Background: an optimization exercise with open tools, aiming at small area. Do not read the settings as production practice. The RTL was checked by simulation tests, not by an equivalence proof against the original design. The clock port is modelled as an ideal driver, which makes a skipped or thinned clock tree look cheaper than it is; a real chip needs a root buffer or a tree. Power is estimated from default activity; no workload was simulated.

Setup of main:
==> flow/design.v (excerpt) <==
module Elevator(input CLK,
					input rst,
					input [1:0] mode,
					input [3:0] request,
					output reg[3:0] currentFloor1,
					output reg[3:0] currentFloor2,
					output doorOpen1,
					output doorOpen2,
					output [3:0] listingLeds,
					output reg listBusy,
					output reg state);
Size in the first run: about 24 I/O pins.
==> module Elevator, before the edit <==
module Elevator(input CLK,
					input rst,
					input [1:0] mode,
					input [3:0] request,
					output reg[3:0] currentFloor1,
					output reg[3:0] currentFloor2,
					output doorOpen1,
					output doorOpen2,
					output [3:0] listingLeds,
					output reg listBusy,
					output reg state);
reg [3:0] t0, t1, t2, t3, t4, t5, t6, t7;
reg [2:0] cur;
reg [3:0] tgt1, tgt2;
assign doorOpen1 = currentFloor1 == tgt1;
assign doorOpen2 = currentFloor2 == tgt2;
wire [7:0] e = {t7 == 0, t6 == 0, t5 == 0, t4 == 0,
                t3 == 0, t2 == 0, t1 == 0, t0 == 0};
wire [7:0] m = {t7 == request, t6 == request, t5 == request, t4 == request,
                t3 == request, t2 == request, t1 == request, t0 == request};
reg [3:0] shown;
always @* begin
	case (cur)
	3'd0: shown = t0; 3'd1: shown = t1; 3'd2: shown = t2; 3'd3: shown = t3;
	3'd4: shown = t4; 3'd5: shown = t5; 3'd6: shown = t6; default: shown = t7;
	endcase
end
assign listingLeds = listBusy ? shown : 4'd0;
wire [8:0] ex = {1'b1, e};
wire lastShown = ex[cur + 4'd1];
wire busyN = listBusy ? !lastShown : (mode == 2'd1 && !e[0]);
wire idle = !busyN;
wire addC = mode == 2'd0 && !listBusy && m == 8'd0;
wire [7:0] fe = e & ~{e[6:0], 1'b0};
wire delC = mode == 2'd2 && idle;
wire [7:0] mp = {|m[7:0], |m[6:0], |m[5:0], |m[4:0], |m[3:0], |m[2:0], |m[1:0], m[0]};
wire [7:0] dsh = delC ? mp : 8'd0;
wire workC = mode == 2'd3 && idle;
wire stop = doorOpen1 && doorOpen2 && e[0];
wire take1 = workC && doorOpen1 && !e[0];
wire take2 = workC && doorOpen2 && (doorOpen1 ? !e[1] : !e[0]);
wire sh2 = take1 && take2;
wire sh1 = take1 ^ take2;
wire [3:0] tn1 = doorOpen1 ? t0 : tgt1;
wire [3:0] tn2 = doorOpen2 ? (doorOpen1 ? t1 : t0) : tgt2;
wire en1 = workC && !(doorOpen1 && e[0]);
wire en2 = workC && !(doorOpen2 && (doorOpen1 ? e[1] : e[0]));
wire up1 = tn1 > currentFloor1;
wire up2 = tn2 > currentFloor2;
wire stay1 = doorOpen1 && t0 == currentFloor1;
wire stay2 = doorOpen2 && (doorOpen1 ? t1 : t0) == currentFloor2;
wire [3:0] fn1 = stay1 ? currentFloor1 : up1 ? currentFloor1 + 4'd1 : currentFloor1 - 4'd1;
wire [3:0] fn2 = stay2 ? currentFloor2 : up2 ? currentFloor2 + 4'd1 : currentFloor2 - 4'd1;
wire [3:0] addReq = addC ? request : 4'd0;
function [3:0] nxt;
	input r;
	input [3:0] cur_, n1, n2;
	input s1, s2;
	begin
		nxt = {4{!r}} & (({4{!s1 && !s2}} & cur_) | ({4{s1}} & (n1 | addReq)) | ({4{s2}} & n2));
	end
endfunction
always @(posedge CLK) begin
	t0 <= nxt(rst, t0, t1, t2, sh1 | dsh[0] | addC & fe[0], sh2);
	t1 <= nxt(rst, t1, t2, t3, sh1 | dsh[1] | addC & fe[1], sh2);
	t2 <= nxt(rst, t2, t3, t4, sh1 | dsh[2] | addC & fe[2], sh2);
	t3 <= nxt(rst, t3, t4, t5, sh1 | dsh[3] | addC & fe[3], sh2);
	t4 <= nxt(rst, t4, t5, t6, sh1 | dsh[4] | addC & fe[4], sh2);
	t5 <= nxt(rst, t5, t6, t7, sh1 | dsh[5] | addC & fe[5], sh2);
	t6 <= nxt(rst, t6, t7, 4'd0, sh1 | dsh[6] | addC & fe[6], sh2);
	t7 <= nxt(rst, t7, 4'd0, 4'd0, sh1 | dsh[7] | addC & fe[7], sh2);
	if (!listBusy) cur <= 3'd0;
	else cur <= cur + 3'd1;
	if (rst) begin
		listBusy <= 1'b0;
		currentFloor1 <= 4'd1;
		currentFloor2 <= 4'd1;
		tgt1 <= 4'd1;
		tgt2 <= 4'd1;
		state <= 1'b0;
	end else begin
		listBusy <= busyN;
		if (workC) state <= !stop;
		if (en1) begin
			tgt1 <= tn1;
			currentFloor1 <= fn1;
		end
		if (en2) begin
			tgt2 <= tn2;
			currentFloor2 <= fn2;
		end
	end
end
endmodule
Settings: LEC_CHECK=0, CAP_MARGIN=0, CORE_MARGIN=2, CORE_UTILIZATION=70, GPL_TIMING_DRIVEN=0, PLACE_DENSITY=0.85, SLEW_MARGIN=0; clock period 18.0 ns.
standard.sh (not shown) runs the stock make flow with config.mk's settings and CLKGATE_MAP_FILE= SYNTH_SCRIPT=/design/flow/synth_recipe.tcl, a recipe that flattens the netlist after the stock synthesis.
==> flow/flow/run.sh <==
#!/bin/bash
# Standard ORFS flow (the standard.sh) with these changes:
#  - synthesis maps the logic with an area-oriented ABC script (deepsyn, then
#    amap or nf) and without full-adder extraction. Several ABC random seeds
#    are tried, each in a synthesis run of its own (cand/N), and the seed with
#    the smallest cell area is used for the layout. The synthesis script
#    itself (synth_recipe.tcl) is unchanged, and so are the registers;
#  - ports are buffered with the smallest buffer (buf_1);
#  - the clock is distributed by two clkbuf_16, each fed by the clock port
#    and driving one half of the registers (flow/clock_tree.tcl, run after
#    CTS), in place of the tree that CTS builds.
set -euo pipefail

abc_script() {  # abc_script SEED MAPPER
  printf 'strash\n&get -n\n&st\n&deepsyn -T 60 -S %s\n' "$1"
  if [[ $2 == amap ]]; then
    printf '&put\namap\n'
  else
    printf '&dch -f\n&nf -a -R 1000 -C 32 -F 8 -A 8\n&put\n'
  fi
}

candidates=("1 amap" "2 amap" "3 amap" "4 amap" "5 amap" "6 amap" "7 amap" "8 amap" "9 amap" "10 amap" "1 nf" "2 nf" "3 nf" "4 nf" "5 nf" "6 nf")
rm -rf cand
mkdir -p cand
run_candidate() {
  local i=$1 d=$PWD/cand/$1
  mkdir -p "$d"
  cp -r "$FLOW_HOME/scripts" "$d/scripts"
  abc_script ${candidates[$i]} > "$d/scripts/abc_area.script"
  sed "s#WORK_HOME=[^ ]*#WORK_HOME=$d/orfs#" standard.sh > "$d/standard.sh"
  bash "$d/standard.sh" SCRIPTS_DIR="$d/scripts" ABC_AREA=1 ADDER_MAP_FILE= synth > "$d/synth.log" 2>&1 || true
}
for i in "${!candidates[@]}"; do
  run_candidate "$i" &
  if (( i % 4 == 3 )); then wait; fi
done
wait

best=""
best_area=""
for i in "${!candidates[@]}"; do
  stat=cand/$i/orfs/reports/sky130hd/Elevator/base/synth_stat.txt
  [[ -f $stat ]] || continue
  area=$(awk '/Chip area/ {print $NF}' "$stat")
  echo "candidate $i (${candidates[$i]}): $area" >> candidates.log
  if [[ -z $best ]] || awk -v a="$area" -v b="$best_area" 'BEGIN {exit !(a < b)}'; then
    best=$i
    best_area=$area
  fi
done
echo "best: candidate $best (${candidates[$best]}): $best_area" >> candidates.log

rm -rf scripts_area
cp -r "$FLOW_HOME/scripts" scripts_area
abc_script ${candidates[$best]} > scripts_area/abc_area.script
bash standard.sh SCRIPTS_DIR="$PWD/scripts_area" ABC_AREA=1 ADDER_MAP_FILE= synth > synth.log 2>&1
echo "layout synthesis: $(awk '/Chip area/ {print $NF}' orfs/reports/sky130hd/Elevator/base/synth_stat.txt)" >> candidates.log
rm -rf cand/*/scripts

CLOCK_CLUSTERS=2 CLOCK_BUFFER=sky130_fd_sc_hd__clkbuf_16 bash standard.sh \
  "BUFFER_PORTS_ARGS=-buffer_cell sky130_fd_sc_hd__buf_1" \
  "CTS_ARGS=-sink_clustering_enable -repair_clock_nets -dont_use_dummy_load -root_buf sky130_fd_sc_hd__clkbuf_8 -buf_list sky130_fd_sc_hd__clkbuf_8" \
  "POST_CTS_TCL=$PWD/flow/clock_tree.tcl" \
  > layout.log 2>&1
Other scripts of this flow, unchanged in this note and not shown: flow/flow/clock_tree.tcl
Input changes introduced in the feature branch (baseline for comparison: main):
--- a/flow/design.v
+++ b/flow/design.v
@@ -23,9 +23,9 @@
 always @* begin
 	case (cur)
-	3'd0: shown = t0; 3'd1: shown = t1; 3'd2: shown = t2; 3'd3: shown = t3;
+	3'd0: shown = listBusy ? t0 : 4'd0; 3'd1: shown = t1; 3'd2: shown = t2; 3'd3: shown = t3;
 	3'd4: shown = t4; 3'd5: shown = t5; 3'd6: shown = t6; default: shown = t7;
 	endcase
 end
-assign listingLeds = listBusy ? shown : 4'd0;
+assign listingLeds = shown;
 wire [8:0] ex = {1'b1, e};
 wire lastShown = ex[cur + 4'd1];
@@ -71,5 +71,5 @@
 	t6 <= nxt(rst, t6, t7, 4'd0, sh1 | dsh[6] | addC & fe[6], sh2);
 	t7 <= nxt(rst, t7, 4'd0, 4'd0, sh1 | dsh[7] | addC & fe[7], sh2);
-	if (!listBusy) cur <= 3'd0;
+	if (rst || !listBusy || !busyN) cur <= 3'd0;
 	else cur <= cur + 3'd1;
 	if (rst) begin
==> notes.md <==
Per the comparison of the feature branch with main, leakage power decreased by 2.5% relative to the old numbers; sum of internal, switching and leakage power decreased by about 20% relative to the old numbers; worst setup slack increased by 0.22 ns relative to the old numbers; area added between synthesis and finish closely matched the old numbers.
In the final reports, the cell area of the feature branch is smaller than that of main.
For maximum number of pins on one net before global-route repair, dividing the value from main by the value from the feature branch gives 0.903.
The feature branch vs. main: fraction of the mapped netlist area in simple logic gates went up by 4.2 points.
Against main as the reference, the feature branch delivers a lower die area.
On normalized max-slew margin: between the feature branch and main, it ends up lower for main.
Summary of the feature branch over main: multi-input logic portion of the cell area shows an increase of 1.0 points; post-synthesis average cell area shows an increase of 0.032 µm²; via count of the routed design shows an increase of about 1.5%.
Between the feature branch and main, power per cell area is lower for the feature branch, main comes in above that.
In every run of this note, the design's own scripts or RTL, not TritonCTS, make the clock network.

[what the ideal ports hide]
No port has a modelled driver above. Below, the same layouts with a new extraction and two added sets of constraints.
Step 1, drivers: a clkbuf_16 drives CLK and a buf_2 each remaining input, both assumed.
Step 2 adds t to the input delays and takes it off the output delays; t is the mean of the earliest and latest rising clock arrival at the registers after step 1. Input paths then give back, and output paths get back, about the clock's delay inside the block.
Three values: no drivers, after step 1, after step 2; two values: the first two.
run	t (ns)	setup slack, ns	worst setup path after step 2
main	0.211	10.255 / 10.277 / 10.066	input to register
the feature branch	0.212	10.476 / 10.503 / 10.291	input to register
After both steps every run listed still meets setup and hold. For main, which loses most, drivers alone change the setup slack by +0.022 ns; drivers and shift together by -0.189 ns.
